Background: an optimization exercise with open tools, aiming at small area and a short achievable clock period. Do not read the settings as production practice. In this exercise RTL edits were held to simulation tests only and were not proved equivalent to the original.

// synthesis_direct_FIR
module synthesis_direct_FIR(out, inp, clk, rstn);
    localparam X_SIZE = 16;    
    localparam Y_SIZE = 26;    
    output [Y_SIZE-1:0] out;
    input [X_SIZE-1:0] inp;
    input clk, rstn;
    direct_FIR DIR_FIR(.out(out), .inp(inp), .clk(clk), .rstn(rstn));
endmodule
For scale: roughly 210 flip-flops.
export LEC_CHECK = 0
export CAP_MARGIN = 20
export CORE_MARGIN = 2
export CORE_UTILIZATION = 65
export CTS_BUF_LIST = sky130_fd_sc_hd__clkbuf_16
export CTS_CLUSTER_DIAMETER = 80
export CTS_CLUSTER_SIZE = 25
export SLEW_MARGIN = 20
export SYNTH_HIERARCHICAL = 1
export SYNTH_MINIMUM_KEEP_SIZE = 0
export TNS_END_PERCENT = 5
create_clock -name core_clock -period 11.5 [get_ports {clk}]
standard.sh (not shown) runs the stock make flow with config.mk's settings and CLKGATE_MAP_FILE= SYNTH_SCRIPT=/design/flow/synth_recipe.tcl, a recipe that flattens the netlist after the stock synthesis.
==> flow/flow/run.sh <==
#!/bin/bash
# Own layout flow: the standard ORFS flow, with the port buffers built
# from regular buffers instead of delay buffers, and setup repair asked to
# leave a margin (SETUP_MARGIN ns) so that it also works on paths that
# already meet the design's clock period.
set -euo pipefail
cd "$(dirname "$0")/.."
export BUFFER_PORTS_ARGS="-buffer_cell sky130_fd_sc_hd__buf_2"
export SETUP_SLACK_MARGIN=${SETUP_MARGIN:-8.1}
bash standard.sh > standard_make.log 2>&1
The starting point ran to the end with no violations.
Then changed:
--- a/flow/flow/run.sh
+++ b/flow/flow/run.sh
@@ -7,4 +7,4 @@
 cd "$(dirname "$0")/.."
 export BUFFER_PORTS_ARGS="-buffer_cell sky130_fd_sc_hd__buf_2"
-export SETUP_SLACK_MARGIN=${SETUP_MARGIN:-8.1}
+export SETUP_SLACK_MARGIN=${SETUP_MARGIN:-7.95}
 bash standard.sh > standard_make.log 2>&1
TNS_END_PERCENT = default   (was 5)
Die area does not change.
Setup slack degrades by 0.045 ns.
Area after synthesis is unchanged.
Clock-buffer cell count stays the same.
Routed wire length decreases by about 0.34%.
Cell area decreases by about 0.45%.
Non-clock buffer count decreases by 2.
Global-route usage barely changes.
Critical path depth increases by 4.
Then changed:
==> flow/run.sh (new file) <==
#!/bin/bash
# synth_recipe.tcl (not shown) runs the flow's synth.tcl, then flattens the netlist and writes it again
# the make line also repeats each setting of config.mk as NAME=value (left out here)
make -C /OpenROAD-flow-scripts/flow DESIGN_CONFIG=/design/flow/config.mk WORK_HOME=/design/flow/orfs CLKGATE_MAP_FILE= SYNTH_SCRIPT=/design/flow/synth_recipe.tcl finish
SETUP_SLACK_MARGIN = 5   (was default)
removed: flow/flow/run.sh
removed: flow/standard.sh
Outcome:
- The new run went through all stages and came out clean
- first-iteration DRC count went down by 25%
- register-to-register slack loses 0.28 ns
- global-route usage goes down by 1.4 points
- worst setup slack got worse by 0.28 ns
- final cell count hardly moves

north:
Another version of the RTL of synthesis_direct_FIR (not shown whole).
Size in the first run: ~1100 cells after synthesis, roughly 220 flip-flops, about 44 I/O pins.
Design synthesis_direct_FIR, start of the top module:
module synthesis_direct_FIR(out, inp, clk, rstn);
    localparam X_SIZE = 16;    
    localparam Y_SIZE = 26;    
    output [Y_SIZE-1:0] out;
    input [X_SIZE-1:0] inp;
    input clk, rstn;
    direct_FIR DIR_FIR(.out(out), .inp(inp), .clk(clk), .rstn(rstn));
endmodule
Settings: LEC_CHECK=0, CAP_MARGIN=20, CORE_MARGIN=2, CORE_UTILIZATION=65, CTS_BUF_LIST=sky130_fd_sc_hd__clkbuf_16, CTS_CLUSTER_DIAMETER=80, CTS_CLUSTER_SIZE=25, SLEW_MARGIN=20, SYNTH_HIERARCHICAL=1, SYNTH_MINIMUM_KEEP_SIZE=0; clock period 11.5 ns.
==> flow/flow/run.sh <==
#!/bin/bash
# Own layout flow: the standard ORFS flow, with the port buffers built
# from regular buffers instead of delay buffers, and setup repair asked to
# leave a margin (SETUP_MARGIN ns) so that it also works on paths that
# already meet the design's clock period.
set -euo pipefail
cd "$(dirname "$0")/.."
export BUFFER_PORTS_ARGS="-buffer_cell sky130_fd_sc_hd__buf_4"
export SETUP_SLACK_MARGIN=${SETUP_MARGIN:-8.12}
bash standard.sh > standard_make.log 2>&1
north completed; timing, DRC and antenna clean
> inputs changed (north -> south)
# north
export LEC_CHECK = 0
export CAP_MARGIN = 20
export CORE_MARGIN = 2
export CORE_UTILIZATION = 65
export CTS_BUF_LIST = sky130_fd_sc_hd__clkbuf_16
export CTS_CLUSTER_DIAMETER = 80
export CTS_CLUSTER_SIZE = 25
export SLEW_MARGIN = 20
export SYNTH_HIERARCHICAL = 1
export SYNTH_MINIMUM_KEEP_SIZE = 0
create_clock -name core_clock -period 11.5 [get_ports {clk}]
# south
export LEC_CHECK = 0
export CAP_MARGIN = 20
export CORE_MARGIN = 2
export CORE_UTILIZATION = 65
export CTS_BUF_LIST = sky130_fd_sc_hd__clkbuf_8
export CTS_CLUSTER_DIAMETER = 50
export CTS_CLUSTER_SIZE = 20
export SLEW_MARGIN = 20
export SYNTH_HIERARCHICAL = 1
export SYNTH_MINIMUM_KEEP_SIZE = 0
create_clock -name core_clock -period 11.5 [get_ports {clk}]
--- a/flow/flow/run.sh
+++ b/flow/flow/run.sh
@@ -9 +9 @@
-export SETUP_SLACK_MARGIN=${SETUP_MARGIN:-8.12}
+export SETUP_SLACK_MARGIN=${SETUP_MARGIN:-8}
## What came out
Looking only at post-CTS resize count, and setting everything else aside, the lower value of south and north goes to south. When the final numbers for south and north were put side by side, the wire length on met1 turned out to be smaller in north. The fmax of south is lower than that of north.

synthesis_direct_FIR again, from the RTL that the note above started with.
==> flow/config.mk <==
export PLATFORM = sky130hd
export DESIGN_NAME = synthesis_direct_FIR
export DESIGN_NICKNAME = synthesis_direct_FIR
export VERILOG_FILES = /design/flow/design.v
export SDC_FILE = /design/flow/constraint.sdc
export NUM_CORES = 4
export LEC_CHECK = 0
export CAP_MARGIN = 20
export CORE_MARGIN = 2
export CORE_UTILIZATION = 65
export CTS_BUF_LIST = sky130_fd_sc_hd__clkbuf_16
export CTS_CLUSTER_DIAMETER = 80
export CTS_CLUSTER_SIZE = 25
export SLEW_MARGIN = 20
export SYNTH_HIERARCHICAL = 1
export SYNTH_MINIMUM_KEEP_SIZE = 0
==> flow/constraint.sdc <==
create_clock -name core_clock -period 11.5 [get_ports {clk}]
set_input_delay 2.3000 -clock core_clock [delete_from_list [all_inputs] [get_ports {clk}]]
set_output_delay 2.3000 -clock core_clock [all_outputs]
set_load 0.01 [all_outputs]
==> flow/flow/run.sh <==
#!/bin/bash
# Own layout flow: the standard ORFS flow, with the port buffers built
# from regular buffers instead of delay buffers, and setup repair asked to
# leave a margin (SETUP_MARGIN ns) so that it also works on paths that
# already meet the design's clock period.
set -euo pipefail
cd "$(dirname "$0")/.."
export BUFFER_PORTS_ARGS="-buffer_cell sky130_fd_sc_hd__buf_4"
export SETUP_SLACK_MARGIN=${SETUP_MARGIN:-8.25}
bash standard.sh > standard_make.log 2>&1
Change:
--- a/flow/flow/run.sh
+++ b/flow/flow/run.sh
@@ -8,3 +8,3 @@
 export BUFFER_PORTS_ARGS="-buffer_cell sky130_fd_sc_hd__buf_4"
-export SETUP_SLACK_MARGIN=${SETUP_MARGIN:-8.25}
+export SETUP_SLACK_MARGIN=${SETUP_MARGIN:-8.12}
 bash standard.sh > standard_make.log 2>&1
CORE_UTILIZATION = 40   (was 65)
CTS_BUF_LIST = sky130_fd_sc_hd__clkbuf_8   (was sky130_fd_sc_hd__clkbuf_16)
CTS_CLUSTER_DIAMETER = 50   (was 80)
CTS_CLUSTER_SIZE = 20   (was 25)
Setup slack is worse by 140 ps.
Hold slack stays flat.
Change:
--- a/flow/flow/run.sh
+++ b/flow/flow/run.sh
@@ -8,3 +8,3 @@
 export BUFFER_PORTS_ARGS="-buffer_cell sky130_fd_sc_hd__buf_4"
-export SETUP_SLACK_MARGIN=${SETUP_MARGIN:-8.12}
+export SETUP_SLACK_MARGIN=${SETUP_MARGIN:-8.25}
 bash standard.sh > standard_make.log 2>&1
CORE_UTILIZATION = 65   (was 40)
CTS_BUF_LIST = sky130_fd_sc_hd__clkbuf_16   (was sky130_fd_sc_hd__clkbuf_8)
CTS_CLUSTER_DIAMETER = 100   (was 50)
CTS_CLUSTER_SIZE = 40   (was 20)
Outcome:
- critical path depth increases by 4
- final cell count decreases by 14%
- wire length decreases by about 5%
- sequential share of layout area increases by 1.1 points
- first-iteration DRC count increases by about 37%
- core utilization increases by 26 points
Change:
--- a/flow/flow/run.sh
+++ b/flow/flow/run.sh
@@ -8,3 +8,3 @@
 export BUFFER_PORTS_ARGS="-buffer_cell sky130_fd_sc_hd__buf_4"
-export SETUP_SLACK_MARGIN=${SETUP_MARGIN:-8.25}
+export SETUP_SLACK_MARGIN=${SETUP_MARGIN:-8.12}
 bash standard.sh > standard_make.log 2>&1
CTS_BUF_LIST = unset   (was sky130_fd_sc_hd__clkbuf_16)
CTS_CLUSTER_DIAMETER = 70   (was 100)
Effect:
- wire length climbs by about 0.8%
- design area hardly moves
- global-route usage increases by 0.26 points
- hold slack improved by 7.4 ps
- flip-flop and latch count stays the same
- final cell count grows by 0.34%
- synthesized cell count does not change
- setup slack degrades by 92 ps

## v27
Starting RTL as in the previous note.
Design synthesis_direct_FIR, start of the top module:
module synthesis_direct_FIR(out, inp, clk, rstn);
    localparam X_SIZE = 16;    
    localparam Y_SIZE = 26;    
    output [Y_SIZE-1:0] out;
    input [X_SIZE-1:0] inp;
    input clk, rstn;
    direct_FIR DIR_FIR(.out(out), .inp(inp), .clk(clk), .rstn(rstn));
endmodule
export LEC_CHECK = 0
export CAP_MARGIN = 20
export CORE_MARGIN = 2
export CORE_UTILIZATION = 65
export CTS_BUF_LIST = sky130_fd_sc_hd__clkbuf_8
export CTS_CLUSTER_DIAMETER = 50
export CTS_CLUSTER_SIZE = 20
export SLEW_MARGIN = 20
export SYNTH_HIERARCHICAL = 1
export SYNTH_MINIMUM_KEEP_SIZE = 0
create_clock -name core_clock -period 11.5 [get_ports {clk}]
==> flow/flow/run.sh <==
#!/bin/bash
# Own layout flow: the standard ORFS flow, with the port buffers built
# from regular buffers instead of delay buffers, and setup repair asked to
# leave a margin (SETUP_MARGIN ns) so that it also works on paths that
# already meet the design's clock period.
set -euo pipefail
cd "$(dirname "$0")/.."
export BUFFER_PORTS_ARGS="-buffer_cell sky130_fd_sc_hd__buf_4"
export SETUP_SLACK_MARGIN=${SETUP_MARGIN:-8.12}
bash standard.sh > standard_make.log 2>&1
v27 | stages: all done | timing, DRC, antenna: all pass
Inputs modified between v27 and v24:
- CTS_CLUSTER_SIZE changed from 20 to 30
- CTS_CLUSTER_DIAMETER changed from 50 to 100
- CTS_BUF_LIST changed from sky130_fd_sc_hd__clkbuf_8 to sky130_fd_sc_hd__clkbuf_16
diff --git a/flow/flow/run.sh b/flow/flow/run.sh
--- a/flow/flow/run.sh
+++ b/flow/flow/run.sh
@@ -9 +9 @@
-export SETUP_SLACK_MARGIN=${SETUP_MARGIN:-8.12}
+export SETUP_SLACK_MARGIN=${SETUP_MARGIN:-8.25}
Notes after the runs:
- On delay of the slowest cell on the worst path: between v24 and v27, it ends up lower for v24.
- Number of stages on the worst setup path (higher): v24
- There was hardly any difference in share of the core filled with cells between v24 and v27.
- Diff v24 and v27: met3 track demand over resource lower in v24
- Number of sequential storage elements: v27 vs v24 — no meaningful difference
- Run comparison: v24 slowest stage cell on the critical path sky130_fd_sc_hd__fa_1; v27 slowest stage cell on the critical path sky130_fd_sc_hd__dfxtp_1
- v27 has a lower count of cells along the worst register-to-register path than v24.
- From v24 to v27, count of antenna-violating nets left after detailed routing did not move at all.
- Area used by multi-input combinational logic (v24 over v27): increase, 74 sq um
Here is what was changed in the inputs of v48 compared with v24.
- CTS_CLUSTER_SIZE now 32, was 30
- CTS_CLUSTER_DIAMETER now 90, was 100
### Flow results
- The lower footprint of the multi-input gates came out of v24.
- Per the comparison of v48 with v24, initial antenna violation count shows an increase of 1, via count shows no meaningful change, number of cell instances on the worst register-to-register path shows an increase of 1, non-clock buffer share of cell area shows no meaningful change.
- Critical path depth for v48 is lower than for v24.
- The higher minimum hold slack of v24 and v48 is in v48.
- Sequential share of cell area delta (v24 -> v48): insignificant
- The run with more setup slack is v48; v24 has less.
Setup changes, v48 to v10
- swapping 90 for 50 in CTS_CLUSTER_DIAMETER
- swapping sky130_fd_sc_hd__clkbuf_16 for sky130_fd_sc_hd__clkbuf_8 in CTS_BUF_LIST
- swapping 32 for 20 in CTS_CLUSTER_SIZE
- swapping 65 for 40 in CORE_UTILIZATION
diff --git a/flow/flow/run.sh b/flow/flow/run.sh
--- a/flow/flow/run.sh
+++ b/flow/flow/run.sh
@@ -9 +9 @@
-export SETUP_SLACK_MARGIN=${SETUP_MARGIN:-8.25}
+export SETUP_SLACK_MARGIN=${SETUP_MARGIN:-8}
==> comparison <==
Final period utilization | v10 above v48. v10 against v48: clock period minus final worst setup slack increased 0.21 ns, fill cell instance count of the final layout increased about 120%.

## separate check: timing with driven ports
In the flow no input, the clock included, has a driving cell. The finished layouts below were timed again as built, in two steps. Step 1, drivers: a clkbuf_16 drives clk and a buf_2 each remaining input, both assumed. Step 2 adds t to the input delays and takes it off the output delays; t is the mean of the earliest and latest rising clock arrival at the registers after step 1. Input paths then give back, and output paths get back, about the clock's delay inside the block. Slacks: ideal ports / drivers / drivers and shift; pairs: ideal ports / drivers.
run | t, ns | slack for setup (ns) | worst setup path after step 2 | pins driven straight from the clock port
the first run of note 1 | 0.544 | 8.114 / 8.114 / 8.114 | register to register | 1
the second run of note 1 | 0.544 | 8.069 / 8.069 / 8.069 | register to register | 1
the third run of note 1 | 0.542 | 7.788 / 7.788 / 7.788 | register to register | 1
north | 0.550 | 8.146 / 8.146 / 8.146 | register to register | 1
south | 0.653 | 8.043 / 8.043 / 8.043 | register to register | 1
the first run of note 3 | 0.547 | 8.261 / 8.222 / 8.261 | register to register | 1
the second run of note 3 | 0.668 | 8.117 / 8.069 / 8.136 | register to register | 1
the third run of note 3 | 0.534 | 8.253 / 8.219 / 8.253 | register to register | 1
the fourth run of note 3 | 0.552 | 8.161 / 8.161 / 8.161 | register to register | 1
v27 | 0.649 | 8.159 / 8.125 / 8.159 | register to register | 1
v24 | 0.540 | 8.226 / 8.201 / 8.226 | register to register | 1
v48 | 0.552 | 8.251 / 8.197 / 8.253 | register to register | 1
v10 | 0.667 | 8.046 / 8.046 / 8.046 | register to register | 1
After both steps every run listed still meets setup and hold.
